What follows belongs to an exercise in optimizing a design on an open flow for small area; a production flow would make more cautious choices. Only simulation tests tie the RTL to the original design; equivalence was not proved. In runs 5 and 6 the design's own scripts or RTL, not TritonCTS, make the clock network. The clock port is modelled as an ideal driver, which makes a skipped or thinned clock tree look cheaper than it is; a real chip needs a root buffer or a tree. Power is estimated from default activity; no workload was simulated.

[flow/config.mk]
export PLATFORM = sky130hd
export DESIGN_NAME = reuleaux
export DESIGN_NICKNAME = reuleaux
export VERILOG_FILES = /design/flow/design.v
export SDC_FILE = /design/flow/constraint.sdc
export NUM_CORES = 4
export LEC_CHECK = 0
export CAP_MARGIN = 0
export CORE_MARGIN = 2
export CORE_UTILIZATION = 40
export CTS_BUF_LIST = sky130_fd_sc_hd__clkbuf_4
export SLEW_MARGIN = 0
[flow/constraint.sdc]
create_clock -name core_clock -period 18.0 [get_ports {clk}]
set_input_delay 3.6000 -clock core_clock [delete_from_list [all_inputs] [get_ports {clk}]]
set_output_delay 3.6000 -clock core_clock [all_outputs]
set_load 0.01 [all_outputs]
[flow/design.v]
module reuleaux(input logic clk, input logic rst_n, input logic [2:0] colour,
                input logic [7:0] centre_x, input logic [6:0] centre_y, input logic [7:0] diameter,
                input logic start, output logic done,
                output logic [7:0] vga_x, output logic [6:0] vga_y,
                output logic [2:0] vga_colour, output logic vga_plot);
     logic       busy;       
     logic       dflt;       
     logic [1:0] circ;       
     logic       ini;        
     logic [2:0] oct;        
     logic [2:0] bc;         
     logic [7:0] ox, oy, m;  
     logic       ms;         
     logic [6:0] srx, sry;   
     logic       e;          
     logic [3:0] dl;         
     logic       c1, c2, ca, cb, cx_c, cy_c, cm, ci, bi;   
     logic       gl, gh, gy, lp;                           
     logic clr, b0, b7;
     assign clr = (circ == 2'd3);
     assign b0  = (bc == 3'd0);
     assign b7  = (bc == 3'd7);
     logic [7:0] dv, xv;
     logic [6:0] yv;
     assign dv = dflt ? 8'd80 : diameter;
     assign xv = dflt ? 8'd80 : centre_x;
     assign yv = dflt ? 7'd60 : centre_y;
     logic dn, xb, yb, d0, hb;
     assign dn = dv[bc + 3'd1];           
     assign xb = xv[bc];
     assign yb = b7 ? 1'b0 : yv[bc];
     assign d0 = dv[0];
     assign hb = b7 ? 1'b0 : dn;          
     logic x1b, x2b, k1, k2, ta, tb, ty, yc, y1b;
     assign k1  = b0 ? d0 : c1;
     assign x1b = xb ^ hb ^ k1;
     assign k2  = b0 ? 1'b1 : c2;
     assign x2b = xb ^ ~hb ^ k2;
     assign ta  = b0 ? 1'b0 : dl[1];                      
     assign ty  = yb ^ ta ^ (ca & !b0);
     assign tb  = (bc >= 3'd3) ? dl[3] : 1'b0;            
     assign yc  = cb & !b0;
     assign y1b = b7 ? 1'b0 : (ty ^ tb ^ yc ^ ((bc == 3'd6) & d0));    
     logic cxb, cyb, lob, hib;
     always_comb begin
          case (circ)
               2'd0: begin cxb = x1b; cyb = y1b; end
               2'd1: begin cxb = x2b; cyb = y1b; end
               default: begin cxb = xb; cyb = (bc == 3'd0) | (bc == 3'd1) | (bc == 3'd2) | (bc == 3'd4); end   
          endcase
     end
     assign lob = (circ == 2'd1) ? xb : x2b;
     assign hib = (circ == 2'd0) ? xb : x1b;
     logic ab, bb, sx, sy, kx, ky, pxb, pyb, ax, by;
     assign sx  = oct[1];
     assign sy  = oct[2];
     assign ab  = oct[0] ? oy[0] : ox[0];
     assign bb  = oct[0] ? ox[0] : oy[0];
     assign ax  = ab ^ sx;
     assign by  = bb ^ sy;
     assign kx  = b0 ? sx : cx_c;
     assign ky  = b0 ? sy : cy_c;
     assign pxb = cxb ^ ax ^ kx;
     assign pyb = cyb ^ by ^ ky;
     logic gl_n, gh_n, gy_n, lp_n, yp, yq;
     assign gl_n = (pxb ^ lob) ? pxb : (b0 | gl);           
     assign gh_n = (pxb ^ hib) ? hib : (b0 | gh);           
     assign yp   = circ[1] ? pyb : y1b;
     assign yq   = circ[1] ? y1b : pyb;
     assign gy_n = (yp ^ yq) ? yp : (b0 | gy);              
     assign lp_n = (ox[0] ^ oy[0]) ? ox[0] : (b0 | lp);     
     logic x_on, y_on, y_23, draw_ok;
     assign x_on = !pxb | (!srx[6] & !srx[5]);                     
     assign y_on = !pyb & !(sry[6] & sry[5] & sry[4] & sry[3]);    
     assign y_23 = pyb | sry[6] | sry[5] | (sry[4] & (sry[3] | (sry[2] & sry[1] & sry[0])));
     assign draw_ok = b7 && !ini && x_on && y_on && gl_n && gh_n && gy_n && lp_n && (circ[1] || y_23);
     logic c_on, lz;
     assign c_on = (!e | (!srx[6] & !srx[5])) & !(sry[6] & sry[5] & sry[4] & sry[3]);
     assign lz   = !e && (srx == 7'd0) && (sry == 7'd0);
     assign vga_x      = {clr ? e : pxb, srx};
     assign vga_y      = sry;
     assign vga_colour = clr ? 3'b000 : colour;
     assign vga_plot   = busy && (clr ? c_on : draw_ok);
     assign done       = !busy;
     logic o7, o0, kc, kb, oy_n, ox_n, mop, mk, m_n, mc;
     assign o7   = !ini && (oct == 3'd7);
     assign o0   = !ini && (oct == 3'd0);
     assign kc   = b0 ? o7 : ci;
     assign kb   = b0 ? (o7 & ms) : bi;
     assign oy_n = oy[0] ^ kc;
     assign ox_n = ox[0] ^ kb;
     assign mop  = o0 ? !oy[0] : (o7 & ms & ox_n);
     assign mk   = b0 ? (o0 & (d0 ^ oy[0])) : cm;
     assign m_n  = m[0] ^ mop ^ mk;
     assign mc   = (m[0] & mop) | (mk & (m[0] ^ mop));
     always_ff @(posedge clk) begin
          bc   <= bc + 3'd1;
          dl   <= {dl[2:0], dn};
          c1   <= (xb & hb) | (k1 & (xb ^ hb));
          c2   <= (xb & ~hb) | (k2 & (xb ^ ~hb));
          ca   <= (yb & ta) | ((ca & !b0) & (yb ^ ta));
          cb   <= (ty & tb) | (yc & (ty ^ tb));
          cx_c <= (cxb & ax) | (kx & (cxb ^ ax));
          cy_c <= (cyb & by) | (ky & (cyb ^ by));
          gl   <= gl_n;
          gh   <= gh_n;
          gy   <= gy_n;
          lp   <= lp_n;
          ci   <= oy[0] & kc;
          bi   <= !ox[0] & kb;
          cm   <= mc;
          oy   <= {ini ? 1'b0 : oy_n, oy[7:1]};
          ox   <= {ini ? (b0 ? d0 : dl[0]) : ox_n, ox[7:1]};
          m    <= {ini ? hb : m_n, m[7:1]};
          if (ini) ms <= 1'b0;
          else if (b7) ms <= ms ^ o0 ^ mc;
          srx  <= {clr ? sry[0] : pxb, srx[6:1]};
          sry  <= {clr ? !(e ^ srx[0]) : pyb, sry[6:1]};
          e    <= srx[0];
          if (!rst_n) begin
               busy   <= 1'b1;
               dflt   <= 1'b1;
               circ   <= 2'd3;
               oct[0] <= 1'b0;
               e      <= 1'b0;
          end else if (!busy) begin
               if (start) begin
                    busy <= 1'b1;
                    dflt <= 1'b0;
                    circ <= 2'd0;
                    ini  <= 1'b1;
                    oct  <= 3'd0;
                    bc   <= 3'd0;
               end
          end else if (clr) begin
               if (lz) begin
                    oct[0] <= 1'b1;
                    if (oct[0]) begin
                         circ <= 2'd0;
                         ini  <= 1'b1;
                         oct  <= 3'd0;
                         bc   <= 3'd0;
                    end
               end
          end else if (b7) begin
               if (ini) begin
                    ini <= 1'b0;
               end else if (oct == 3'd0 && !lp_n) begin
                    if (circ == 2'd2) busy <= 1'b0;
                    circ <= circ + 2'd1;
                    ini  <= 1'b1;
               end else begin
                    oct <= oct + 3'd1;
               end
          end
     end
endmodule
[flow/run.sh]
#!/bin/bash
# synth_recipe.tcl (not shown) runs the flow's synth.tcl, then flattens the netlist and writes it again
# the make line also repeats each setting of config.mk as NAME=value (left out here)
make -C /OpenROAD-flow-scripts/flow DESIGN_CONFIG=/design/flow/config.mk WORK_HOME=/design/flow/orfs CLKGATE_MAP_FILE= SYNTH_SCRIPT=/design/flow/synth_recipe.tcl finish
==> key figures, run 1 <==
Status
  – Outcome: complete, no violations

CTS
  – Clock latency on the worst-skew pair: 0.43 ns
  – CTS tree: built
  – # Post-CTS Setup Buffers: 0
  – TritonCTS buffer count: 9
  – H-tree depth: 3
  – Cts repair resizes: 0
  – # hold bufs at CTS: 0
  – Root Driver: clkbuf_4
  – CTS Buffer Depth: 2
  – Num Clock Sinks: 68
  – Clk pin slew, worst setup/hold paths: 0.12 ns

STA
  – Unrepaired setup endpoints after global routing: false
  – Worst slew pin tran: 0.577 ns
  – Final Hold Fails: 0
  – Worst rel slew slack: 61.5%
  – Post-layout min period: 11.76 ns
  – Setup_tns: 0 ns
  – Final Setup Violations: 0
  – Max Clock Freq: 85.0 MHz
  – Final Cycle Share: 65.3%
  – Final Slew Violations: 0
  – Skew final: 0.0155 ns

GRT
  – Global-route wire length before repair: 9.47 mm
  – Vias in the first global route: 2029
  – Gr ovfl total: 0
  – Largest net degree at the start of global routing: 16
  – Initial antenna violation count: 0
  – Total Routing Usage GR: 15.9%

Critical path
  – Nature of the critical path startpoint: input port
  – Worst-case reg-to-reg path depth: 15
  – Worst EP required: 14.40 ns
  – Crit path DAT: 8.16 ns
  – Crit-path max FO: 3
  – CP Capture Type: primary output
  – R2R Path End: gy
  – Flop2flop setup slack: 13.46 ns
  – R2r startpoint: bc[0]
  – Critical path class: input port to primary output

Detailed routing
  – DRC errors left: 0
  – Router iterations before antenna repair: 4
  – Via density per instance: 4.89
  – Antenna-violating nets left: 0
  – Avg WL per Cell: 13.2 µm
  – Initial DRC Count: 45
  – DR vias: 2139
  – WL final: 5.75 mm

Die
  – Num rows: 31
  – Die height: 89.6 µm
  – Die W: 89.6 µm
  – Die ar.: 0.00804 mm²
  – CORE AREA: 0.00718 mm²
  – Initial Util: 40.9%
  – IO Pins: 49

Final layout
  – # diodes: 0
  – Nets: 384
  – Post-route cell area: 0.00364 mm²
  – Most common library cell in the layout ignoring fill and taps: dfxtp_1
  – Finished Layout Cells: 437
  – Share of cells above drive strength 1: 9.47%
  – Area delta synth->final: 23.9%
  – Most frequent cells in the layout: 65 x dfxtp_1, 48 x clkdlybuf4s50_1, 24 x inv_1, 24 x nand2_1, 16 x nor2_1

Pwr
  – Static Leak: 1.49 nW
  – PwrDens: 151 mW/mm²
  – Peak VDD IR: 66.5 µV

Placed design
  – DP HPWL: 4.33 mm
  – Number of placed instances, taps included: 421
  – Post-DP Area: 0.00349 mm²
  – GPL Wtd Cong: 0.822
  – I/O Buffers: 48

Worst hold path
  – Worst Hold Launch: ox[1]
  – Hold EP: ox[0]
  – Worst hold path type: register to register
  – WHS Path Cells: 0

Yosys
  – Synth Cell Area: 0.00293 mm²
  – Syn. warnings: 1
  – Syn Inst Count: 281
  – Most used flip-flop cell after synthesis: dfxtp_1
  – Syn nets: 332
  – Fraction of registers with async set/reset: 0%
  – Flop and latch count out of synthesis: 68
  – Post-synth EDFFs: 3
  – Mean Syn Cell Area: 10.4 µm²
  – Unique cell type count in the Yosys netlist: 53
  – Sequential fraction of the synthesis area: 47.4%

Job
  – Max Cap Violations: 0
==> sequential cells by signal, indices dropped and copies added, names as in the netlist, 2 cells and up <==
name and cells:
m 8, ox 8, oy 8, srx 7, sry 7, dl 4, bc 3, oct 3
circ 2
==> worst max-delay path by stage <==
stage,startpoint,to,slack [ns],cells past startpoint
6_report,centre_y[0],vga_plot,6.24,19
5_1_grt,centre_y[1],vga_plot,5.82,19
4_1_cts,centre_y[0],vga_plot,6.19,19
3_5_place_dp,centre_y[0],vga_plot,6.19,19
3_3_place_gp,centre_y[1],vga_plot,6.21,19
2_1_floorplan,centre_y[1],vga_plot,7.36,17
==> synth_stat cells, types with 6 or more instances <==
library cell / count / share of area (%)
fa_1: 7 / 4.8
nand2_1: 24 / 3.1
nor3_1: 6 / 1.0
nor2b_1: 10 / 2.1
nor2_1: 16 / 2.0
xnor2_1: 6 / 1.8
a21oi_1: 11 / 1.9
and2_1: 6 / 1.3
ha_1: 15 / 6.4
dfxtp_1: 65 / 44
o21ai_0: 11 / 1.9
mux2i_1: 7 / 2.4
inv_1: 24 / 3.1
==> final cells by class <==
cell class | instances | area, µm²
Fill cell | 665 | 3540
Inverter | 24 | 90.1
Sequential cell | 68 | 1390
Tap cell | 99 | 124
Timing Repair Buffer | 48 | 480
Clock buffer | 9 | 67.6
Multi-Input combinational cell | 182 | 1400
Clock inverter | 7 | 80.1
==> cell families after synthesis <==
group	share of synthesized area, %
AND/OR/NAND/NOR	15.8
flip-flops	47.4
AO/OA/AOI/OAI	13.0
buffers and inverters	4.78
adder cells (fa/ha/maj)	12.2
multiplexers	4.95
XOR/XNOR	1.79
==> metal layers <==
metal	up-vias	track usage [%]	wire, µm
met5	-	0	0
met4	0	6.24	68
met3	8	5.30	325
met2	45	25.5	2580
met1	996	19.7	2770
li1	1090	-	-
==> where the power goes <==
part	leakage [nW]	internal (W)	switching [W]
clock	0.0740	0.0000441	0.0000591
combinational	0.850	0.000110	0.000108
sequential	0.568	0.000198	0.0000291
==> critical path, stage by stage <==
cell	delay (ns)
clkdlybuf4s50_1	0.39
mux2_2	0.25
a21oi_1	0.14
a31oi_1	0.05
o21ai_0	0.18
nor2_1	0.08
fa_1	0.54
inv_1	0.06
fa_1	0.48
nor2b_1	0.15
mux2i_1	0.20
o21ai_0	0.15
fa_1	0.59
or4_1	0.12
a21oi_1	0.03
nor4_1	0.25
nand2_1	0.10
o41ai_2	0.21
clkdlybuf4s50_1	0.59
==> metrics by stage <==
stage / hold slack, ns / utilization, % / power [W] / setup WS (ns)
floorplan: 0.310 / - / 0.000381 / 7.36
global placement: 0.311 / 48.6 / 0.000447 / 6.21
detailed placement: 0.314 / 48.6 / 0.000452 / 6.19
CTS: 0.325 / 50.7 / 0.000557 / 6.19
global route: 0.326 / 50.7 / 0.000598 / 5.82
finish: 0.324 / 50.7 / 0.000548 / 6.24
==> run 2: changes to the inputs <==
==> flow/config.mk (replaced) <==
export PLATFORM = sky130hd
export DESIGN_NAME = reuleaux
export DESIGN_NICKNAME = reuleaux
export VERILOG_FILES = /design/flow/design.v
export SDC_FILE = /design/flow/constraint.sdc
export NUM_CORES = 4
export LEC_CHECK = 0
export CAP_MARGIN = 20
export CORE_MARGIN = 2
export CORE_UTILIZATION = 40
export SLEW_MARGIN = 20
==> run 2 against run 1 <==
Compared with the run above:
- still clean
- count of clock-buffer cells in the layout stayed put
- sequential share of layout area is 0.58 points lower
- cell count stayed put
- flip-flop and latch count stayed put
- design area is 1.5% higher
- non-clock buffer count stayed put
- register-to-register slack better by 0.03 ns
- core utilization is 0.78 points higher
- worst hold slack worse by 0.0039 ns
- clock power is 23% higher
- synthesized cell count stayed put
- die area stayed put
- highest routed layer unchanged
==> key figures, run 2 <==
GRT
  – Global-route wire length before repair: 9.52 mm (+0.52%)
  – Largest net degree at the start of global routing: 16 (unchanged)
  – Total Routing Usage GR: 16.0% (+0.099 points)
  – Initial antenna violation count: 0 (unchanged)
  – Gr ovfl total: 0 (unchanged)
  – Vias in the first global route: 2025 (-0.20%)

Critical path
  – Crit path DAT: 8.16 ns (about the same)
  – Worst EP required: 14.40 ns (about the same)
  – Nature of the critical path startpoint: input port
  – Crit-path max FO: 3 (unchanged)
  – CP Capture Type: primary output
  – Critical path class: input port to primary output

Detailed routing
  – DR vias: 2132 (-0.33%)
  – Via density per instance: 4.88 (-0.33%)
  – Antenna-violating nets left: 0 (unchanged)
  – Avg WL per Cell: 13.2 µm (+0.63%)
  – Router iterations before antenna repair: 4 (unchanged)
  – Initial DRC Count: 47 (+4.4%)
  – DRC errors left: 0 (unchanged)
  – WL final: 5.79 mm (+0.63%)

STA
  – Unrepaired setup endpoints after global routing: false
  – Worst rel slew slack: 61.9% (+0.45 points)
  – Final Hold Fails: 0 (unchanged)
  – Setup_tns: 0 ns (unchanged)
  – Final Cycle Share: 65.3% (about the same)
  – Final Setup Violations: 0 (unchanged)
  – Max Clock Freq: 85.0 MHz (about the same)
  – Post-layout min period: 11.76 ns (+0.000200 ns)
  – Skew final: 0.00832 ns (-0.00723 ns)
  – Final Slew Violations: 0 (unchanged)
  – Worst slew pin tran: 0.570 ns (-0.00667 ns)

Final layout
  – Most frequent cells in the layout: 65 x dfxtp_1, 48 x clkdlybuf4s50_1, 24 x inv_1, 24 x nand2_1, 16 x nor2_1
  – # diodes: 0 (unchanged)
  – Most common library cell in the layout ignoring fill and taps: dfxtp_1
  – Largest regs: m: 8 flops, ox: 8 flops, oy: 8 flops
  – Fill cell count: 654 (-1.7%)
  – Nets: 384 (unchanged)
  – Share of cells above drive strength 1: 9.47% (unchanged)
  – Area delta synth->final: 25.8%
  – Final core area utilization: 51.5% (+0.78 points)

Die
  – Initial Util: 40.9% (unchanged)
  – Die ar.: 0.00804 mm² (unchanged)
  – IO Pins: 49 (unchanged)
  – Num rows: 31 (unchanged)
  – Die W: 89.6 µm (unchanged)
  – CORE AREA: 0.00718 mm² (unchanged)
  – Die height: 89.6 µm (unchanged)

Yosys
  – Post-synth EDFFs: 3 (unchanged)
  – Syn. warnings: 1 (unchanged)
  – Synth Cell Area: 0.00293 mm² (unchanged)
  – Syn Inst Count: 281 (unchanged)
  – Flop and latch count out of synthesis: 68 (unchanged)
  – Unique cell type count in the Yosys netlist: 53 (unchanged)
  – Syn nets: 332 (unchanged)
  – Adder-cell share of the synthesized area: 12.2% (unchanged)
  – Xor/xnor share of the synthesized area: 1.79% (unchanged)
  – Multiplexer share of the synthesized area: 4.95% (unchanged)
  – Top cells by area, synth: dfxtp_1 44%, ha_1 6.4%, fa_1 4.8%
  – Synth top area share: 44.3% (unchanged)
  – Complex-gate fraction of the synthesized area: 13.0% (unchanged)
  – Mean Syn Cell Area: 10.4 µm² (unchanged)
  – Main combinational cell family by area after synthesis: simple AND/OR/NAND/NOR gates
  – Post-synth top area cell: dfxtp_1
  – Most used flip-flop cell after synthesis: dfxtp_1
  – Fraction of registers with async set/reset: 0% (unchanged)
  – Count leader, synth: dfxtp_1
  – Sequential fraction of the synthesis area: 47.4% (unchanged)
  – Fraction of the mapped netlist area in simple logic gates: 15.8% (unchanged)
  – Top cells by count, synth: 65 x dfxtp_1, 24 x inv_1, 24 x nand2_1, 16 x nor2_1, 15 x ha_1

CTS
  – TritonCTS buffer count: 9 (unchanged)
  – CTS tree: built
  – # Post-CTS Setup Buffers: 0 (unchanged)
  – Num Clock Sinks: 68 (unchanged)
  – CTS Buffer Depth: 2 (unchanged)
  – Clk pin slew, worst setup/hold paths: 0.08 ns (-0.04 ns)
  – Clock latency on the worst-skew pair: 0.34 ns (-0.09 ns)
  – # hold bufs at CTS: 0 (unchanged)
  – Root Driver: clkbuf_8
  – Cts repair resizes: 0 (unchanged)
  – H-tree depth: 3 (unchanged)

Placed design
  – GPL Wtd Cong: 0.822 (unchanged)
  – DP HPWL: 4.33 mm (unchanged)
  – I/O Buffers: 48 (unchanged)

Pwr
  – PwrDens: 155 mW/mm² (+2.8%)
  – Static Leak: 1.52 nW (+1.6%)
  – Peak VDD IR: 69.2 µV (+4.2%)

Worst hold path
  – Worst hold path type: register to register

Job
  – Max Cap Violations: 0 (unchanged)

Status
  – Outcome: complete, no violations
## run 2: path summary, 6_finish.rpt
kind / to / slack (ns) / from / cells past startpoint
max: vga_plot / 6.24 / centre_y[0] / 19
min: ox[0] / 0.32 / ox[1] / 0
max reg2reg: gy / 13.49 / bc[0] / 15
min reg2reg: ox[0] / 0.32 / ox[1] / 0
## run 2: cell families (layout without fill, tap and decap cells)
| logic type | count (synthesis) | count (layout) |
|---|---|---|
| flops | 68 | 68 |
| simple gates | 88 | 88 |
| fa+ha+maj | 25 | 25 |
| compound gates | 51 | 51 |
| mux | 12 | 12 |
| buf+inv | 31 | 88 |
| xor+xnor | 6 | 6 |
## run 2: cell type report
type	instances	area (µm²)	share of cell area, %
clock inverter	7	80.1	2.17
inverter	24	90.1	2.44
sequential	68	1390	37.7
multi-input combinational	182	1400	38.0
tap	99	124	3.35
timing repair buffer	48	480	13.0
clock buffer	9	124	3.35
## run 2: stage by stage
stage	std cells	setup WS, ns	hold slack, ns	area, µm²	power [W]
6_report	437	6.24	0.321	3690	0.000572
5_1_grt	437	5.82	0.329	3690	0.000624
4_1_cts	437	6.19	0.325	3690	0.000582
3_5_place_dp	421	6.19	0.314	3490	0.000452
3_3_place_gp	421	6.21	0.311	3490	0.000447
2_1_floorplan	281	7.36	0.310	2930	0.000381
## run 2: report_power, final
group / leakage [nW] / internal, W / switching [W]
clock: 0.0973 / 0.0000658 / 0.0000613
combinational: 0.850 / 0.000110 / 0.000107
sequential: 0.568 / 0.000198 / 0.0000293
total: 1.52 / 0.000374 / 0.000198
## run 2: per-layer routing
metal | global-route usage, % | part of all wire, %
met1 | 20.1 | 48
met2 | 25.7 | 46
met3 | 5.30 | 5.2
met4 | 5.83 | 1.1
met5 | 0 | 0
## run 2: worst max-delay path: stages
cell and delay [ns]:
clkdlybuf4s50_1 0.39, mux2_2 0.25, a21oi_1 0.14, a31oi_1 0.05
o21ai_0 0.18, nor2_1 0.08, fa_1 0.54, inv_1 0.06
fa_1 0.48, nor2b_1 0.15, mux2i_1 0.20, o21ai_0 0.15
fa_1 0.59, or4_1 0.12, a21oi_1 0.03, nor4_1 0.25
nand2_1 0.10, o41ai_2 0.21, clkdlybuf4s50_1 0.59
==> run 3: changes to the inputs <==
--- a/flow/config.mk
+++ b/flow/config.mk
@@ -8,4 +8,6 @@
 export CAP_MARGIN = 20
 export CORE_MARGIN = 2
 export CORE_UTILIZATION = 40
+export CTS_CLUSTER_DIAMETER = 200
+export CTS_CLUSTER_SIZE = 30
 export SLEW_MARGIN = 20
==> run 3 against run 2 <==
Compared with the run above:
- still clean
- sequential power barely moved
- worst hold slack did not move
- total power did not move
- clock skew did not move
- register-to-register slack barely moved
- synthesized area did not move
- critical path depth did not move
- combinational power barely moved
- critical path type unchanged
- critical endpoint unchanged
- largest cell class unchanged
- largest power group unchanged
==> key figures, run 3 <==
Placed design
  – I/O Buffers: 48 (unchanged)
  – DP HPWL: 4.33 mm (unchanged)
  – GPL Wtd Cong: 0.822 (unchanged)
  – Pre-CTS setup slack: 6.19 ns (unchanged)

Yosys
  – Most used flip-flop cell after synthesis: dfxtp_1
  – Syn nets: 332 (unchanged)
  – Unique cell type count in the Yosys netlist: 53 (unchanged)
  – Mean Syn Cell Area: 10.4 µm² (unchanged)
  – Top cells by count, synth: 65 x dfxtp_1, 24 x inv_1, 24 x nand2_1, 16 x nor2_1, 15 x ha_1
  – Flop and latch count out of synthesis: 68 (unchanged)
  – Count leader, synth: dfxtp_1
  – Fraction of registers with async set/reset: 0% (unchanged)
  – Top cells by area, synth: dfxtp_1 44%, ha_1 6.4%, fa_1 4.8%
  – Sequential fraction of the synthesis area: 47.4% (unchanged)
  – Syn. warnings: 1 (unchanged)
  – Syn Inst Count: 281 (unchanged)
  – Post-synth top area cell: dfxtp_1
  – Post-synth EDFFs: 3 (unchanged)
  – Synth Cell Area: 0.00293 mm² (unchanged)
  – Synth top area share: 44.3% (unchanged)

Final layout
  – Nets: 384 (unchanged)
  – Reg area: 0.00139 mm² (unchanged)
  – Share of cells above drive strength 1: 9.47% (unchanged)
  – Final core area utilization: 51.5% (unchanged)
  – # diodes: 0 (unchanged)
  – Area delta synth->final: 25.8% (unchanged)
  – Largest regs: m: 8 flops, ox: 8 flops, oy: 8 flops
  – Most common library cell in the layout ignoring fill and taps: dfxtp_1
  – Fill cell count: 654 (unchanged)
  – Most frequent cells in the layout: 65 x dfxtp_1, 48 x clkdlybuf4s50_1, 24 x inv_1, 24 x nand2_1, 16 x nor2_1
  – Multi-input logic area: 0.00140 mm² (unchanged)

Status
  – Outcome: complete, no violations

Pwr
  – Comb power frac: 38.0% (about the same)
  – Peak VDD IR: 69.2 µV (unchanged)
  – Clk pwr share: 22.2% (about the same)
  – Static Leak: 1.52 nW (unchanged)
  – Switch Pwr: 0.000198 W (unchanged)
  – Pint: 0.000374 W (unchanged)
  – Reg power frac: 39.8% (about the same)
  – Sw Share: 34.6% (unchanged)
  – Total power: 0.000572 W (unchanged)
  – PwrDens: 155 mW/mm² (unchanged)

GRT
  – Total Routing Usage GR: 16.0% (unchanged)
  – Largest net degree at the start of global routing: 16 (unchanged)
  – Initial antenna violation count: 0 (unchanged)
  – Vias in the first global route: 2025 (unchanged)
  – Global-route wire length before repair: 9.52 mm (unchanged)
  – Gr ovfl total: 0 (unchanged)

CTS
  – CTS Buffer Depth: 2 (unchanged)
  – CTS tree: built
  – # Post-CTS Setup Buffers: 0 (unchanged)
  – # hold bufs at CTS: 0 (unchanged)
  – Root Driver: clkbuf_8
  – Num Clock Sinks: 68 (unchanged)
  – TritonCTS buffer count: 9 (unchanged)
  – Clk pin slew, worst setup/hold paths: 0.08 ns (about the same)
  – H-tree depth: 3 (unchanged)
  – Cts repair resizes: 0 (unchanged)
  – Clock latency on the worst-skew pair: 0.34 ns (about the same)

Die
  – Num rows: 31 (unchanged)
  – Die height: 89.6 µm (unchanged)
  – Die W: 89.6 µm (unchanged)
  – CORE AREA: 0.00718 mm² (unchanged)
  – Die ar.: 0.00804 mm² (unchanged)
  – IO Pins: 49 (unchanged)
  – Initial Util: 40.9% (unchanged)

STA
  – Final Hold Fails: 0 (unchanged)
  – Worst slew pin tran: 0.570 ns (unchanged)
  – Setup WS post-layout: 6.24 ns (unchanged)
  – Max Clock Freq: 85.0 MHz (unchanged)
  – Unrepaired setup endpoints after global routing: false
  – Worst rel slew slack: 61.9% (unchanged)
  – Final Cycle Share: 65.3% (unchanged)
  – Setup_tns: 0 ns (unchanged)
  – Final Setup Violations: 0 (unchanged)
  – Skew final: 0.00832 ns (unchanged)
  – Final Slew Violations: 0 (unchanged)
  – Post-layout min period: 11.76 ns (unchanged)
  – Min Hold Slack: 0.321 ns (unchanged)

Detailed routing
  – Antenna-violating nets left: 0 (unchanged)
  – Metal2 WL: 2.64 mm (unchanged)
  – Router iterations before antenna repair: 4 (unchanged)
  – Avg WL per Cell: 13.2 µm (unchanged)
  – DR vias: 2132 (unchanged)
  – DRC errors left: 0 (unchanged)
  – Routed wl met3: 301 µm (unchanged)
  – Met1 WL: 2.78 mm (unchanged)
  – Initial DRC Count: 47 (unchanged)
  – Top Layer Used: met4
  – Via density per instance: 4.88 (unchanged)
  – WL final: 5.79 mm (unchanged)

Critical path
  – Slowest CP cell: fa_1
  – Critical path class: input port to primary output
  – Crit path DAT: 8.16 ns (about the same)
  – CP Capture Type: primary output
  – Nature of the critical path startpoint: input port
  – Max incr delay on CP: 0.59 ns (about the same)
  – Most frequent CP cell: fa_1
  – CP Cell Sequence: clkdlybuf4s50_1, mux2_2, a21oi_1, a31oi_1, o21ai_0, nor2_1, fa_1, inv_1, fa_1, nor2b_1, mux2i_1, o21ai_0, fa_1, or4_1, a21oi_1, nor4_1, nand2_1, o41ai_2, clkdlybuf4s50_1
  – Crit-path max FO: 3 (unchanged)
  – Worst EP required: 14.40 ns (about the same)
  – Worst-case reg-to-reg path depth: 15 (unchanged)

Job
  – Max Cap Violations: 0 (unchanged)

Worst hold path
  – Worst hold path type: register to register
  – WHS Path Cells: 0 (unchanged)
[run 3: cell counts after synthesis]
No cell type changed its count.
[run 3: cell type report]
cell class | count | share of cell area [%]
sequential | 68 | 37.7
tap | 99 | 3.35
clock inverter | 7 | 2.17
inverter | 24 | 2.44
clock buffer | 9 | 3.35
timing repair buffer | 48 | 13.0
multi-input combinational | 182 | 38.0
[run 3: through the flow]
step,instance area [µm²],std cells
after floorplan,2930,281
after global placement,3490,421
after detailed placement,3490,421
after CTS,3690,437
after global routing,3690,437
final,3690,437
[run 3: cell families after synthesis]
kind of cell	synth area share (%)
simple gates	15.8
flops	47.4
compound gates	13.0
buf+inv	4.78
fa+ha+maj	12.2
mux	4.95
xor+xnor	1.79
[run 3: worst paths after layout]
path	slack, ns	startpoint	endpoint
setup / recovery	6.24	centre_y[0]	vga_plot
hold / removal	0.32	ox[1]	ox[0]
setup reg to reg	13.49	bc[0]	gy
hold reg to reg	0.32	ox[1]	ox[0]
[run 3: routing by layer]
layer	track usage [%]	vias to the layer above
li1	-	1086
met1	20.1	998
met2	25.7	42
met3	5.30	6
met4	5.83	0
met5	0	-
[run 3: critical path, delay by kind of cell]
family          cells  cell delay [ns]
compound gates      6             0.76
buf+inv             3             1.04
fa+ha+maj           3             1.61
mux                 2             0.45
simple gates        5             0.70
[run 3: power by group through the flow]
| stage | logic, W | registers, W | clock network (W) |
|---|---|---|---|
| floorplan | 0.000157 | 0.000224 | 0 |
| global placement | 0.000217 | 0.000231 | 0 |
| detailed placement | 0.000220 | 0.000231 | 0 |
| CTS | 0.000221 | 0.000228 | 0.000133 |
| global route | 0.000251 | 0.000234 | 0.000139 |
| finish | 0.000217 | 0.000228 | 0.000127 |
==> run 4: changes to the inputs <==
==> flow/flow/run.sh (new file) <==
#!/bin/bash
# Standard layout, with the port buffers made of the smallest buffer cell.
set -euo pipefail
bash standard.sh 'BUFFER_PORTS_ARGS=-buffer_cell sky130_fd_sc_hd__buf_1' finish > standard_flow.log 2>&1
==> flow/standard.sh (new file) <==
#!/bin/bash
# synth_recipe.tcl (not shown) runs the flow's synth.tcl, then flattens the netlist and writes it again
# the make line also repeats each setting of config.mk as NAME=value (left out here)
make -C /OpenROAD-flow-scripts/flow DESIGN_CONFIG=/design/flow/config.mk WORK_HOME=/design/flow/orfs CLKGATE_MAP_FILE= SYNTH_SCRIPT=/design/flow/synth_recipe.tcl "${@:-finish}"
--- a/flow/config.mk
+++ b/flow/config.mk
@@ -8,6 +8,4 @@
 export CAP_MARGIN = 20
 export CORE_MARGIN = 2
 export CORE_UTILIZATION = 40
-export CTS_CLUSTER_DIAMETER = 200
-export CTS_CLUSTER_SIZE = 30
 export SLEW_MARGIN = 20
removed: flow/run.sh
==> run 4 against run 3 <==
Compared with the run above:
- largest power group unchanged
- count of clock-buffer cells in the layout rose by 2
- critical path depth is the same
- first-iteration DRC count is 8.5% higher
- clock skew decreased by 0.0018 ns
- critical endpoint unchanged
- non-clock buffer count unchanged
- die area did not move
- largest cell class unchanged
- flip-flop and latch count stayed put
- sequential share of layout area is 3.5 points higher
==> key figures, run 4 <==
CTS
  – CTS Buffer Depth: 2 (unchanged)
  – H-tree depth: 3 (unchanged)
  – Num Clock Sinks: 68 (unchanged)
  – Clock latency on the worst-skew pair: 0.33 ns (about the same)
  – Cts repair resizes: 0 (unchanged)
  – # hold bufs at CTS: 0 (unchanged)
  – # Post-CTS Setup Buffers: 0 (unchanged)
  – Clk pin slew, worst setup/hold paths: 0.07 ns (about the same)
  – TritonCTS buffer count: 9 (unchanged)
  – Root Driver: clkbuf_8
  – CTS tree: built

Final layout
  – Nets: 384 (unchanged)
  – Post-route cell area: 0.00338 mm² (-8.5%)
  – Share of cells above drive strength 1: 8.90% (-0.57 points)
  – Most frequent cells in the layout: 65 x dfxtp_1, 48 x buf_1, 24 x inv_1, 24 x nand2_1, 16 x nor2_1
  – Area delta synth->final: 15.1%
  – Fill cell count: 684 (+4.6%)
  – Largest regs: m: 8 flops, ox: 8 flops, oy: 8 flops
  – Most common library cell in the layout ignoring fill and taps: dfxtp_1
  – # diodes: 0 (unchanged)
  – Reg area: 0.00139 mm² (unchanged)
  – Multi-input logic area: 0.00140 mm² (unchanged)

STA
  – Skew final: 0.00648 ns (-0.00184 ns)
  – Final Hold Fails: 0 (unchanged)
  – Worst rel slew slack: 64.8% (+2.9 points)
  – Worst slew pin tran: 0.528 ns (-0.0425 ns)
  – Post-layout min period: 11.08 ns (-0.681 ns)
  – Final Slew Violations: 0 (unchanged)
  – Setup_tns: 0 ns (unchanged)
  – Final Setup Violations: 0 (unchanged)
  – Final Cycle Share: 61.6% (-3.8 points)
  – Max Clock Freq: 90.2 MHz (+6.1%)
  – Unrepaired setup endpoints after global routing: false

Yosys
  – Synth top area share: 44.3% (unchanged)
  – Syn nets: 332 (unchanged)
  – Count leader, synth: dfxtp_1
  – Post-synth top area cell: dfxtp_1
  – Fraction of registers with async set/reset: 0% (unchanged)
  – Unique cell type count in the Yosys netlist: 53 (unchanged)
  – Mean Syn Cell Area: 10.4 µm² (unchanged)
  – Most used flip-flop cell after synthesis: dfxtp_1
  – Syn Inst Count: 281 (unchanged)
  – Post-synth EDFFs: 3 (unchanged)
  – Top cells by area, synth: dfxtp_1 44%, ha_1 6.4%, fa_1 4.8%
  – Top cells by count, synth: 65 x dfxtp_1, 24 x inv_1, 24 x nand2_1, 16 x nor2_1, 15 x ha_1
  – Syn. warnings: 1 (unchanged)
  – Synth Cell Area: 0.00293 mm² (unchanged)
  – Sequential fraction of the synthesis area: 47.4% (unchanged)
  – Flop and latch count out of synthesis: 68 (unchanged)

Die
  – Die W: 89.6 µm (unchanged)
  – Die ar.: 0.00804 mm² (unchanged)
  – Num rows: 31 (unchanged)
  – IO Pins: 49 (unchanged)
  – CORE AREA: 0.00718 mm² (unchanged)
  – Die height: 89.6 µm (unchanged)
  – Initial Util: 40.9% (unchanged)

Critical path
  – Worst EP required: 14.40 ns (about the same)
  – Critical path class: input port to primary output
  – CP Capture Type: primary output
  – Max incr delay on CP: 0.60 ns (about the same)
  – Crit path DAT: 7.48 ns (-0.68 ns)
  – Crit-path max FO: 3 (unchanged)
  – Slowest CP cell: fa_1
  – Most frequent CP cell: fa_1
  – Nature of the critical path startpoint: input port
  – CP Cell Sequence: buf_1, mux2_2, a21oi_1, a31oi_1, o21ai_0, nor2_1, fa_1, inv_1, fa_1, nor2b_1, mux2i_1, o21ai_0, fa_1, or4_1, a21oi_1, nor4_1, nand2_1, o41ai_2, buf_1

Detailed routing
  – Via density per instance: 4.91 (+0.65%)
  – Router iterations before antenna repair: 4 (unchanged)
  – Met1 WL: 2.56 mm (-8.1%)
  – Avg WL per Cell: 12.9 µm (-2.3%)
  – DR vias: 2141 (+0.42%)
  – Antenna-violating nets left: 0 (unchanged)
  – Metal2 WL: 2.68 mm (+1.6%)
  – Initial DRC Count: 51 (+8.5%)
  – DRC errors left: 0 (unchanged)
  – Top Layer Used: met4
  – Routed wl met3: 306 µm (+1.7%)
  – WL final: 5.64 mm (-2.5%)

Status
  – Outcome: complete, no violations

Pwr
  – Reg power frac: 41.5% (+1.7 points)
  – Switch Pwr: 0.000192 W (-3.3%)
  – Peak VDD IR: 67.6 µV (-2.3%)
  – PwrDens: 162 mW/mm² (+4.6%)
  – Comb power frac: 36.7% (-1.3 points)
  – Static Leak: 1.39 nW (-8.6%)
  – Sw Share: 35.0% (+0.36 points)
  – Pint: 0.000356 W (-4.8%)
  – Clk pwr share: 21.8% (-0.4 points)

GRT
  – Largest net degree at the start of global routing: 16 (unchanged)
  – Gr ovfl total: 0 (unchanged)
  – Initial antenna violation count: 0 (unchanged)
  – Total Routing Usage GR: 15.3% (-0.67 points)
  – Vias in the first global route: 2020 (-0.25%)
  – Global-route wire length before repair: 9.13 mm (-4.1%)

Placed design
  – Post-DP Area: 0.00319 mm² (-8.6%)
  – DP HPWL: 4.37 mm (+0.83%)
  – I/O Buffers: 48 (unchanged)
  – GPL Wtd Cong: 0.775 (-5.7%)

Worst hold path
  – Worst hold path type: register to register

Job
  – Max Cap Violations: 0 (unchanged)
-- run 4: cell counts after synthesis --
No cell type changed its count.
-- run 4: path summary, 6_finish.rpt --
| path | end | cells past startpoint | from | slack [ns] |
|---|---|---|---|---|
| max | vga_plot | 19 | centre_y[1] | 6.92 |
| min | dl[3] | 0 | dl[2] | 0.33 |
| max reg2reg | gy | 15 | bc[0] | 13.44 |
| min reg2reg | dl[3] | 0 | dl[2] | 0.33 |
-- run 4: metrics by stage --
stage	utilization, %	cells	hold slack (ns)	worst slack, ns	power [W]
3_3_place_gp	44.4	421	0.311	6.97	0.000428
6_report	47.1	436	0.325	6.92	0.000547
2_1_floorplan	-	281	0.310	7.36	0.000381
3_5_place_dp	44.4	421	0.315	6.92	0.000433
4_1_cts	47.1	436	0.327	6.91	0.000553
5_1_grt	47.1	436	0.332	6.48	0.000593
-- run 4: worst max-delay path, delay by kind of cell --
| family | cells | cell delay (ns) |
|---|---|---|
| adder cells (fa/ha/maj) | 3 | 1.63 |
| buffers and inverters | 3 | 0.31 |
| AO/OA/AOI/OAI | 6 | 0.77 |
| AND/OR/NAND/NOR | 5 | 0.70 |
| multiplexers | 2 | 0.48 |
-- run 4: final cells by class --
class | instances | share of cell area, %
inverter | 24 | 2.67
clock inverter | 4 | 1.44
multi-input combinational | 182 | 41.5
timing repair buffer | 48 | 5.33
tap | 99 | 3.67
clock buffer | 11 | 4.19
sequential | 68 | 41.2
-- run 4: cell families (layout without fill, tap and decap cells) --
logic type,count (synthesis),count (layout),share of synthesized area [%]
flops,68,68,47.4
fa+ha+maj,25,25,12.2
mux,12,12,4.95
simple gates,88,88,15.8
xor+xnor,6,6,1.79
compound gates,51,51,13.0
buf+inv,31,87,4.78
-- run 4: power by group through the flow --
stage	clock network [W]	registers (W)	logic (W)
finish	0.000119	0.000227	0.000201
global route	0.000129	0.000234	0.000231
CTS	0.000123	0.000228	0.000202
detailed placement	0	0.000231	0.000202
global placement	0	0.000230	0.000198
floorplan	0	0.000224	0.000157
-- run 4: per-layer routing --
metal  up-vias  global-route usage [%]
met5         -                       0
met3         9                    5.03
met2        53                    25.4
met1       999                    18.2
met4         0                    6.51
li1       1080                       -
==> run 5: changes to the inputs <==
--- a/flow/design.v
+++ b/flow/design.v
@@ -3,7 +3,6 @@
                 input logic start, output logic done,
                 output logic [7:0] vga_x, output logic [6:0] vga_y,
                 output logic [2:0] vga_colour, output logic vga_plot);
-     logic       busy;       
      logic       dflt;       
      logic [1:0] circ;       
      logic       ini;        
@@ -12,12 +11,12 @@
      logic [7:0] ox, oy, m;  
      logic       ms;         
      logic [6:0] srx, sry;   
-     logic       e;          
      logic [3:0] dl;         
      logic       c1, c2, ca, cb, cx_c, cy_c, cm, ci, bi;   
      logic       gl, gh, gy, lp;                           
-     logic clr, b0, b7;
-     assign clr = (circ == 2'd3);
+     logic clr, idle, b0, b7;
+     assign clr  = (circ == 2'd3) & !oct[2];
+     assign idle = (circ == 2'd3) & oct[2];
      assign b0  = (bc == 3'd0);
      assign b7  = (bc == 3'd7);
      logic [7:0] dv, xv;
@@ -73,15 +72,15 @@
      assign x_on = !pxb | (!srx[6] & !srx[5]);                     
      assign y_on = !pyb & !(sry[6] & sry[5] & sry[4] & sry[3]);    
      assign y_23 = pyb | sry[6] | sry[5] | (sry[4] & (sry[3] | (sry[2] & sry[1] & sry[0])));
-     assign draw_ok = b7 && !ini && x_on && y_on && gl_n && gh_n && gy_n && lp_n && (circ[1] || y_23);
+     assign draw_ok = (circ != 2'd3) && b7 && !ini && x_on && y_on && gl_n && gh_n && gy_n && lp_n && (circ[1] || y_23);
      logic c_on, lz;
-     assign c_on = (!e | (!srx[6] & !srx[5])) & !(sry[6] & sry[5] & sry[4] & sry[3]);
-     assign lz   = !e && (srx == 7'd0) && (sry == 7'd0);
-     assign vga_x      = {clr ? e : pxb, srx};
+     assign c_on = (!bc[0] | (!srx[6] & !srx[5])) & !(sry[6] & sry[5] & sry[4] & sry[3]);
+     assign lz   = !bc[0] && (srx == 7'd0) && (sry == 7'd0);
+     assign vga_x      = {clr ? bc[0] : pxb, srx};
      assign vga_y      = sry;
      assign vga_colour = clr ? 3'b000 : colour;
-     assign vga_plot   = busy && (clr ? c_on : draw_ok);
-     assign done       = !busy;
+     assign vga_plot   = clr ? c_on : draw_ok;
+     assign done       = idle;
      logic o7, o0, kc, kb, oy_n, ox_n, mop, mk, m_n, mc;
      assign o7   = !ini && (oct == 3'd7);
      assign o0   = !ini && (oct == 3'd0);
@@ -115,17 +114,15 @@
           if (ini) ms <= 1'b0;
           else if (b7) ms <= ms ^ o0 ^ mc;
           srx  <= {clr ? sry[0] : pxb, srx[6:1]};
-          sry  <= {clr ? !(e ^ srx[0]) : pyb, sry[6:1]};
-          e    <= srx[0];
+          sry  <= {clr ? !(srx[0] ^ srx[1] ^ srx[2] ^ sry[5]) : pyb, sry[6:1]};
           if (!rst_n) begin
-               busy   <= 1'b1;
                dflt   <= 1'b1;
                circ   <= 2'd3;
+               oct[2] <= 1'b0;
                oct[0] <= 1'b0;
-               e      <= 1'b0;
-          end else if (!busy) begin
+               srx[0] <= 1'b0;
+          end else if (idle) begin
                if (start) begin
-                    busy <= 1'b1;
                     dflt <= 1'b0;
                     circ <= 2'd0;
                     ini  <= 1'b1;
@@ -146,9 +143,9 @@
                if (ini) begin
                     ini <= 1'b0;
                end else if (oct == 3'd0 && !lp_n) begin
-                    if (circ == 2'd2) busy <= 1'b0;
                     circ <= circ + 2'd1;
-                    ini  <= 1'b1;
+                    if (circ == 2'd2) oct <= 3'b100;
+                    else ini <= 1'b1;
                end else begin
                     oct <= oct + 3'd1;
                end
==> flow/flow/run.sh (replaced) <==
#!/bin/bash
# Standard layout, except: the port buffers are the smallest buffer cell, and
# the clock tree is built by flow/cts.tcl in place of TritonCTS.
set -euo pipefail
B='BUFFER_PORTS_ARGS=-buffer_cell sky130_fd_sc_hd__buf_1'
bash standard.sh "$B" place > standard_place.log 2>&1
RDIR="$PWD/orfs/results/$FLOW_PLATFORM/reuleaux/base" LEAVES=4 LEAFBUF=sky130_fd_sc_hd__clkbuf_8 ROOTBUF=none \
  openroad -exit flow/cts.tcl > cts.log 2>&1
bash standard.sh "$B" finish > standard_finish.log 2>&1
==> flow/flow/cts.tcl (new file) <==
# Clock tree: the registers are split by place into groups (halves, then
# quarters); each group gets a leaf buffer at its centre, and the leaves hang
# off one root buffer at their centre (or, with no root, off the clock port).
set pdir $::env(FLOW_HOME)/platforms/sky130hd
set rdir $::env(RDIR)
read_liberty $pdir/lib/sky130_fd_sc_hd__tt_025C_1v80.lib
read_db $rdir/3_place.odb
read_sdc $rdir/3_place.sdc
source $pdir/setRC.tcl
set block [ord::get_db_block]
set db [ord::get_db]
set clk [$block findNet clk]

proc centre {its} {
  set sx 0; set sy 0
  foreach it $its {
    set bb [[$it getInst] getBBox]
    set sx [expr {$sx + ([$bb xMin] + [$bb xMax]) / 2}]
    set sy [expr {$sy + ([$bb yMin] + [$bb yMax]) / 2}]
  }
  set n [llength $its]
  return [list [expr {$sx / $n}] [expr {$sy / $n}]]
}
# split a list of iterms in two by the median of x (axis 0) or y (axis 1)
proc split2 {its axis} {
  set keyed {}
  foreach it $its {
    set bb [[$it getInst] getBBox]
    if {$axis == 0} { set k [expr {[$bb xMin] + [$bb xMax]}] } else { set k [expr {[$bb yMin] + [$bb yMax]}] }
    lappend keyed [list $k $it]
  }
  set keyed [lsort -integer -index 0 $keyed]
  set h [expr {[llength $keyed] / 2}]
  set a {}; set b {}
  foreach p [lrange $keyed 0 [expr {$h - 1}]] { lappend a [lindex $p 1] }
  foreach p [lrange $keyed $h end] { lappend b [lindex $p 1] }
  return [list $a $b]
}
proc add_buf {name master its loc} {
  set block [ord::get_db_block]
  set buf [odb::dbInst_create $block [[ord::get_db] findMaster $master] $name]
  set net [odb::dbNet_create $block net_$name]
  $net setSigType CLOCK
  foreach it $its { $it disconnect; $it connect $net }
  [$buf findITerm X] connect $net
  $buf setLocation [lindex $loc 0] [lindex $loc 1]
  $buf setPlacementStatus PLACED
  return $buf
}

set sinks [$clk getITerms]
set groups [list $sinks]
set nl $::env(LEAVES)
if {$nl >= 2} { set groups [split2 $sinks 0] }
if {$nl >= 4} {
  set g {}
  foreach grp $groups { foreach s [split2 $grp 1] { lappend g $s } }
  set groups $g
}
set leaves {}
set i 0
foreach grp $groups {
  set b [add_buf clkbuf_leaf_$i $::env(LEAFBUF) $grp [centre $grp]]
  lappend leaves [$b findITerm A]
  puts "leaf $i: [llength $grp] registers"
  incr i
}
if {$::env(ROOTBUF) ne "none"} {
  set r [add_buf clkbuf_root $::env(ROOTBUF) $leaves [centre $leaves]]
  [$r findITerm A] connect $clk
} else {
  foreach a $leaves { $a connect $clk }
}
detailed_placement
check_placement -verbose
set_propagated_clock [all_clocks]
estimate_parasitics -placement
report_clock_skew
write_db $rdir/4_1_cts.odb
write_sdc $rdir/4_cts.sdc
==> run 5 against run 4 <==
Compared with the run above:
- clock power shrank 52%
- worst hold slack lost 0.0071 ns
- register-to-register slack lost 0.12 ns
- still clean
- worst setup slack lost 0.093 ns
- highest routed layer unchanged
- flip-flop and latch count shrank 2
- wire length grew 5.4%
- critical path depth is the same
==> key figures, run 5 <==
Status
  – Outcome: complete, no violations

GRT
  – Global-route wire length before repair: 9.84 mm (+7.8%)
  – Met1 Use GR: 21.6% (+3.4 points)
  – Met3 Use GR: 0.923% (-4.1 points)
  – Gr ovfl total: 0 (unchanged)
  – Vias in the first global route: 2064 (+2.2%)
  – Initial antenna violation count: 0 (unchanged)
  – Met2 Use GR: 27.3% (+1.9 points)
  – Total Routing Usage GR: 15.5% (+0.18 points)
  – Grt peak-use layer: met2
  – Largest net degree at the start of global routing: 18 (+2)

Die
  – CORE AREA: 0.00714 mm² (-0.54%)
  – Die ar.: 0.00797 mm² (-0.86%)
  – Die W: 89.3 µm (-0.43%)
  – Die height: 89.3 µm (-0.43%)
  – Num rows: 31 (unchanged)
  – Initial Util: 40.7% (-0.15 points)
  – IO Pins: 49 (unchanged)

Final layout
  – Fill cell count: 743 (+8.6%)
  – Area delta synth->final: 10.6%
  – Multi-input logic area: 0.00144 mm² (+2.4%)
  – Most frequent cells in the layout: 64 x dfxtp_1, 48 x buf_1, 21 x inv_1, 21 x nor2_1, 19 x nand2_1
  – Nets: 385 (+0.26%)
  – Most common library cell in the layout ignoring fill and taps: dfxtp_1
  – # diodes: 0 (unchanged)
  – Largest regs: m: 8 flops, ox: 8 flops, oy: 8 flops
  – Reg area: 0.00134 mm² (-3.6%)
  – Share of cells above drive strength 1: 5.44% (-3.5 points)

Critical path
  – Most frequent CP cell: fa_1
  – Worst EP required: 14.40 ns (about the same)
  – Max incr delay on CP: 0.67 ns (+0.07 ns)
  – Critical path class: input port to primary output
  – Nature of the critical path startpoint: input port
  – CP Buf/Inv Count: 3 (unchanged)
  – CP Cell Sequence: buf_1, mux2_2, a21oi_1, a31oi_1, o21ai_0, nor2_1, fa_1, inv_1, fa_1, nor2b_1, mux2i_1, o21ai_0, fa_1, nor4_1, nand3_1, o311a_1, o211ai_1, o31ai_1, buf_1
  – Crit path DAT: 7.58 ns (+0.10 ns)
  – Cell family with most CP delay: adder cells
  – Crit-path max FO: 7 (+4)
  – Slowest CP cell: fa_1
  – CP Capture Type: primary output

Yosys
  – Main combinational cell family by area after synthesis: simple AND/OR/NAND/NOR gates
  – Post-synth top area cell: dfxtp_1
  – Complex-gate fraction of the synthesized area: 14.3% (+1.2 points)
  – Multiplexer share of the synthesized area: 4.52% (-0.43 points)
  – Count leader, synth: dfxtp_1
  – Unique cell type count in the Yosys netlist: 55 (+3.8%)
  – Top cells by count, synth: 64 x dfxtp_1, 21 x inv_1, 21 x nor2_1, 19 x nand2_1, 16 x ha_1
  – Post-synth EDFFs: 2 (-1)
  – Most used flip-flop cell after synthesis: dfxtp_1
  – Syn. warnings: 1 (unchanged)
  – Top cells by area, synth: dfxtp_1 44%, ha_1 6.9%, fa_1 4.8%
  – Fraction of registers with async set/reset: 0% (unchanged)
  – Flop and latch count out of synthesis: 66 (-2.9%)
  – Syn nets: 341 (+2.7%)
  – Mean Syn Cell Area: 10.1 µm² (-3.6%)
  – Sequential fraction of the synthesis area: 46.1% (-1.3 points)
  – Syn Inst Count: 289 (+2.8%)
  – Synth top area share: 44.1% (-0.29 points)
  – Adder-cell share of the synthesized area: 11.7% (-0.53 points)
  – Fraction of the mapped netlist area in simple logic gates: 16.8% (+1.0 points)
  – Synth Cell Area: 0.00291 mm² (-0.90%)
  – Xor/xnor share of the synthesized area: 2.11% (+0.32 points)

STA
  – Final Hold Fails: 0 (unchanged)
  – Worst slew pin tran: 0.607 ns (+0.0791 ns)
  – Post-layout min period: 11.18 ns (+0.0932 ns)
  – Final Slew Violations: 0 (unchanged)
  – Max Clock Freq: 89.5 MHz (-0.83%)
  – Setup_tns: 0 ns (unchanged)
  – Worst rel slew slack: 59.5% (-5.3 points)
  – Unrepaired setup endpoints after global routing: false
  – Final Cycle Share: 62.1% (+0.52 points)
  – Skew final: 0.0132 ns (+0.00667 ns)
  – Final Setup Violations: 0 (unchanged)

Detailed routing
  – WL final: 5.94 mm (+5.4%)
  – Antenna-violating nets left: 0 (unchanged)
  – DR vias: 2142 (+0.047%)
  – DRC errors left: 0 (unchanged)
  – Router iterations before antenna repair: 4 (unchanged)
  – Initial DRC Count: 65 (+27%)
  – Avg WL per Cell: 13.8 µm (+6.8%)
  – Via density per instance: 4.98 (+1.4%)

Job
  – Max Cap Violations: 0 (unchanged)

Placed design
  – DP HPWL: 4.49 mm (+2.8%)
  – GPL Wtd Cong: 0.802 (+3.4%)
  – I/O Buffers: 48 (unchanged)

Pwr
  – Static Leak: 1.35 nW (-2.2%)
  – Total power: 0.000347 W (-37%)
  – PwrDens: 108 mW/mm² (-33%)
  – Peak VDD IR: 48.9 µV (-28%)

CTS
  – Clk pin slew, worst setup/hold paths: 0.11 ns (+0.04 ns)
  – Clock latency on the worst-skew pair: 0.16 ns (-0.17 ns)

Worst hold path
  – Worst hold path type: register to register
run 5: cell types whose count changed in the layout (fill, tap and decap cells not counted), moves of 3 or more:
| cell | before | now |
|---|---|---|
| a2bb2oi_1 | 0 | 3 |
| a31oi_1 | 3 | 6 |
| and2_1 | 6 | 9 |
| clkbuf_8 | 10 | 4 |
| inv_1 | 24 | 21 |
| nand2_1 | 24 | 19 |
| nand2b_1 | 5 | 9 |
| nor2_1 | 16 | 21 |
| o21ai_0 | 11 | 14 |
| o21bai_1 | 0 | 3 |
run 5: power breakdown:
group,switching [W],leakage (nW),total [W],internal (W)
clock,0.0000364,0.0288,0.0000570,0.0000206
sequential,0.0000219,0.554,0.000194,0.000172
combinational,0.0000514,0.771,0.0000959,0.0000445
total,0.000110,1.35,0.000347,0.000237
run 5: area by class of cell:
| cell class | instances | area share, % |
|---|---|---|
| buffer | 4 | 1.71 |
| inverter | 21 | 2.45 |
| multi-input combinational | 192 | 44.7 |
| timing repair buffer | 48 | 5.60 |
| sequential | 66 | 41.7 |
| tap | 99 | 3.85 |
run 5: final timing paths:
path	to	slack, ns	start	depth (start not counted)
max reg2reg	gy	13.32	bc[0]	14
min	ox[3]	0.32	ox[4]	0
max	vga_plot	6.82	centre_y[0]	19
min reg2reg	ox[3]	0.32	ox[4]	0
run 5: cells by family after synthesis:
kind of cell	Yosys count
simple gates	92
flops	66
compound gates	59
buf+inv	31
fa+ha+maj	23
mux	11
xor+xnor	7
run 5: layer usage:
metal	vias to the layer above	share of wire, %	wire (µm)
li1	1079	-	-
met1	1009	49	2890
met2	48	46	2720
met3	6	4.1	242
met4	0	1.4	85
met5	-	0	0
run 5: worst register-to-register path, delay by kind of cell, from the launching register on:
kind | cells | cell delay (ns)
simple gates | 3 | 0.80
compound gates | 3 | 0.59
mux | 1 | 0.30
flops | 1 | 0.72
buf+inv | 3 | 0.43
fa+ha+maj | 4 | 1.72
run 5: metrics by stage:
step,util [%],hold slack (ns),std cells,setup slack [ns],area [µm²]
after floorplan,-,0.310,289,7.24,2910
after global placement,44.3,0.310,426,6.96,3160
after detailed placement,44.3,0.312,426,6.81,3160
after global routing,45.1,0.333,430,6.57,3220
final,45.1,0.318,430,6.82,3220
==> run 6: changes to the inputs <==
==> flow/flow/run.sh (replaced) <==
#!/bin/bash
# Standard layout, except: the port buffers are the smallest buffer cell, and
# the clock tree is built by flow/cts.tcl in place of TritonCTS.
set -euo pipefail
B='BUFFER_PORTS_ARGS=-buffer_cell sky130_fd_sc_hd__buf_1'
bash standard.sh "$B" place > standard_place.log 2>&1
RDIR="$PWD/orfs/results/$FLOW_PLATFORM/reuleaux/base" LEAVES=4 LEAFBUF=sky130_fd_sc_hd__clkbuf_8 ROOTBUF=sky130_fd_sc_hd__clkbuf_4 \
  openroad -exit flow/cts.tcl > cts.log 2>&1
bash standard.sh "$B" finish > standard_finish.log 2>&1
==> run 6 against run 5 <==
Compared with the run above:
- still clean on timing, DRC and antenna
- synthesized area is the same
- worst hold slack worse by 0.0020 ns
- cell count up 0.23%
- die area unchanged
- via count up 1.1%
- first-iteration DRC count is 18% higher
- critical endpoint unchanged
- largest cell class unchanged
==> key figures, run 6 <==
Yosys
  – Count leader, synth: dfxtp_1
  – Most used flip-flop cell after synthesis: dfxtp_1
  – Mean Syn Cell Area: 10.1 µm² (unchanged)
  – Post-synth top area cell: dfxtp_1
  – Syn Inst Count: 289 (unchanged)
  – Top cells by area, synth: dfxtp_1 44%, ha_1 6.9%, fa_1 4.8%
  – Unique cell type count in the Yosys netlist: 55 (unchanged)
  – Synth top area share: 44.1% (unchanged)
  – Post-synth EDFFs: 2 (unchanged)
  – Fraction of registers with async set/reset: 0% (unchanged)
  – Top cells by count, synth: 64 x dfxtp_1, 21 x inv_1, 21 x nor2_1, 19 x nand2_1, 16 x ha_1
  – Synth Cell Area: 0.00291 mm² (unchanged)
  – Syn. warnings: 1 (unchanged)
  – Sequential fraction of the synthesis area: 46.1% (unchanged)
  – Syn nets: 341 (unchanged)
  – Flop and latch count out of synthesis: 66 (unchanged)

STA
  – Final Cycle Share: 62.1% (about the same)
  – Worst slew pin tran: 0.610 ns (+0.00344 ns)
  – Final Slew Violations: 0 (unchanged)
  – Skew final: 0.0149 ns (+0.00174 ns)
  – Post-layout min period: 11.18 ns (+0.000110 ns)
  – Final Hold Fails: 0 (unchanged)
  – Final Setup Violations: 0 (unchanged)
  – Worst rel slew slack: 59.3% (-0.23 points)
  – Max Clock Freq: 89.5 MHz (about the same)
  – Unrepaired setup endpoints after global routing: false
  – Setup_tns: 0 ns (unchanged)

Critical path
  – Worst EP required: 14.40 ns (about the same)
  – Crit path DAT: 7.58 ns (about the same)
  – CP Capture Type: primary output
  – Crit-path max FO: 7 (unchanged)
  – Nature of the critical path startpoint: input port
  – Critical path class: input port to primary output

Detailed routing
  – Avg WL per Cell: 13.9 µm (+0.81%)
  – Router iterations before antenna repair: 4 (unchanged)
  – WL final: 6.00 mm (+1.0%)
  – Antenna-violating nets left: 0 (unchanged)
  – Via density per instance: 5.03 (+0.89%)
  – DRC errors left: 0 (unchanged)
  – Initial DRC Count: 77 (+18%)
  – DR vias: 2166 (+1.1%)

Job
  – Max Cap Violations: 0 (unchanged)

Final layout
  – Reg area: 0.00134 mm² (unchanged)
  – Multi-input logic area: 0.00144 mm² (unchanged)
  – Final core area utilization: 45.2% (+0.11 points)
  – Largest regs: m: 8 flops, ox: 8 flops, oy: 8 flops
  – Nets: 386 (+0.26%)
  – Most common library cell in the layout ignoring fill and taps: dfxtp_1
  – Fill cell count: 742 (-0.13%)
  – Share of cells above drive strength 1: 5.72% (+0.28 points)
  – Area delta synth->final: 10.8%
  – # diodes: 0 (unchanged)
  – Most frequent cells in the layout: 64 x dfxtp_1, 48 x buf_1, 21 x inv_1, 21 x nor2_1, 19 x nand2_1

GRT
  – Gr ovfl total: 0 (unchanged)
  – Vias in the first global route: 2077 (+0.63%)
  – Largest net degree at the start of global routing: 18 (unchanged)
  – Global-route wire length before repair: 9.90 mm (+0.63%)
  – Initial antenna violation count: 0 (unchanged)
  – Total Routing Usage GR: 15.6% (+0.13 points)

CTS
  – Clk pin slew, worst setup/hold paths: 0.11 ns (about the same)
  – Clock latency on the worst-skew pair: 0.39 ns (+0.23 ns)

Pwr
  – Static Leak: 1.36 nW (+0.34%)
  – Peak VDD IR: 48.6 µV (-0.51%)
  – PwrDens: 111 mW/mm² (+2.5%)

Status
  – Outcome: complete, no violations

Die
  – Die W: 89.3 µm (unchanged)
  – IO Pins: 49 (unchanged)
  – Die height: 89.3 µm (unchanged)
  – CORE AREA: 0.00714 mm² (unchanged)
  – Initial Util: 40.7% (unchanged)
  – Num rows: 31 (unchanged)
  – Die ar.: 0.00797 mm² (unchanged)

Worst hold path
  – Worst hold path type: register to register

Placed design
  – I/O Buffers: 48 (unchanged)
  – DP HPWL: 4.49 mm (unchanged)
  – GPL Wtd Cong: 0.802 (unchanged)
## run 6: cell counts after synthesis
Identical to the previous run, type by type.
## run 6: path summary, 6_finish.rpt
check / from / to / slack, ns / cells after the start
worst max-delay path: centre_y[0] / vga_plot / 6.82 / 19
worst max register to register: bc[0] / gy / 13.32 / 14
worst min-delay path: ox[4] / ox[3] / 0.32 / 0
worst min register to register: ox[4] / ox[3] / 0.32 / 0
## run 6: worst max-delay path, cell delays in order
cell and delay, ns:
buf_1 0.07, mux2_2 0.25, a21oi_1 0.14, a31oi_1 0.05, o21ai_0 0.16, nor2_1 0.08, fa_1 0.56, inv_1 0.06
fa_1 0.49, nor2b_1 0.14, mux2i_1 0.30, o21ai_0 0.18, fa_1 0.67, nor4_1 0.07, nand3_1 0.10, o311a_1 0.16
o211ai_1 0.08, o31ai_1 0.24, buf_1 0.18
## run 6: cell families after synthesis
kind of cell / share of synthesized area [%]
xor+xnor: 2.11
fa+ha+maj: 11.7
flops: 46.1
buf+inv: 4.48
compound gates: 14.3
simple gates: 16.8
mux: 4.52
## run 6: final cells by class
class / count / area share [%]
inverters: 21 / 2.45
well taps: 99 / 3.84
flip-flops and latches: 66 / 41.6
multi-input cells: 192 / 44.6
repair buffers: 48 / 5.59
plain buffers: 5 / 1.94
## run 6: routing by layer
layer	global-route usage, %	wire [µm]	vias up
met4	2.44	101	0
met5	0	0	-
li1	-	-	1080
met2	27.3	2730	55
met3	1.29	292	8
met1	21.6	2880	1023
## run 6: power breakdown
group | leakage [nW] | internal, W | switching, W | total (W)
sequential | 0.554 | 0.000172 | 0.0000220 | 0.000194
combinational | 0.771 | 0.0000445 | 0.0000514 | 0.0000959
clock | 0.0334 | 0.0000228 | 0.0000437 | 0.0000665
## run 6: per-stage QoR
stage	power [W]	std cells	area [µm²]	hold slack, ns	setup WS [ns]
2_1_floorplan	0.000262	289	2910	0.310	7.24
3_3_place_gp	0.000292	426	3160	0.310	6.96
3_5_place_dp	0.000294	426	3160	0.312	6.81
5_1_grt	0.000383	431	3220	0.333	6.57
6_report	0.000357	431	3220	0.316	6.82

==> separate check: timing with driven ports <==
In the flow no input, the clock included, has a driving cell. The finished layouts below were timed again as built, in two steps.
Step 1: set_driving_cell puts a clkbuf_16 on clk and a buf_2 on each other input, an assumption about the parent block.
Step 2 also shifts input and output timing later by t, the mid clock arrival at the registers, as if the neighbouring blocks saw the same clock.
Three values: no drivers, after step 1, after step 2; two values: the first two.
run | shift t [ns] | setup slack, ns | worst hold slack (ns) | worst slew at a driven data input, ns
run 1 | 0.449 | 6.238 / 6.211 / 6.211 | 0.324 / 0.324 / 0.324 | 0.05
run 2 | 0.369 | 6.237 / 6.211 / 6.211 | 0.321 / 0.321 / 0.321 | 0.05
run 3 | 0.369 | 6.237 / 6.211 / 6.211 | 0.321 / 0.321 / 0.321 | 0.05
run 4 | 0.358 | 6.918 / 6.899 / 6.899 | 0.325 / 0.325 / 0.325 | 0.03
run 5 | 0.216 | 6.825 / 6.805 / 6.805 | 0.318 / 0.318 / 0.318 | 0.03
run 6 | 0.407 | 6.825 / 6.804 / 6.804 | 0.316 / 0.316 / 0.316 | 0.03
After both steps setup and hold are still met in every run listed. For run 1, which loses most, drivers alone change the setup slack by -0.027 ns; drivers and shift together by -0.027 ns.
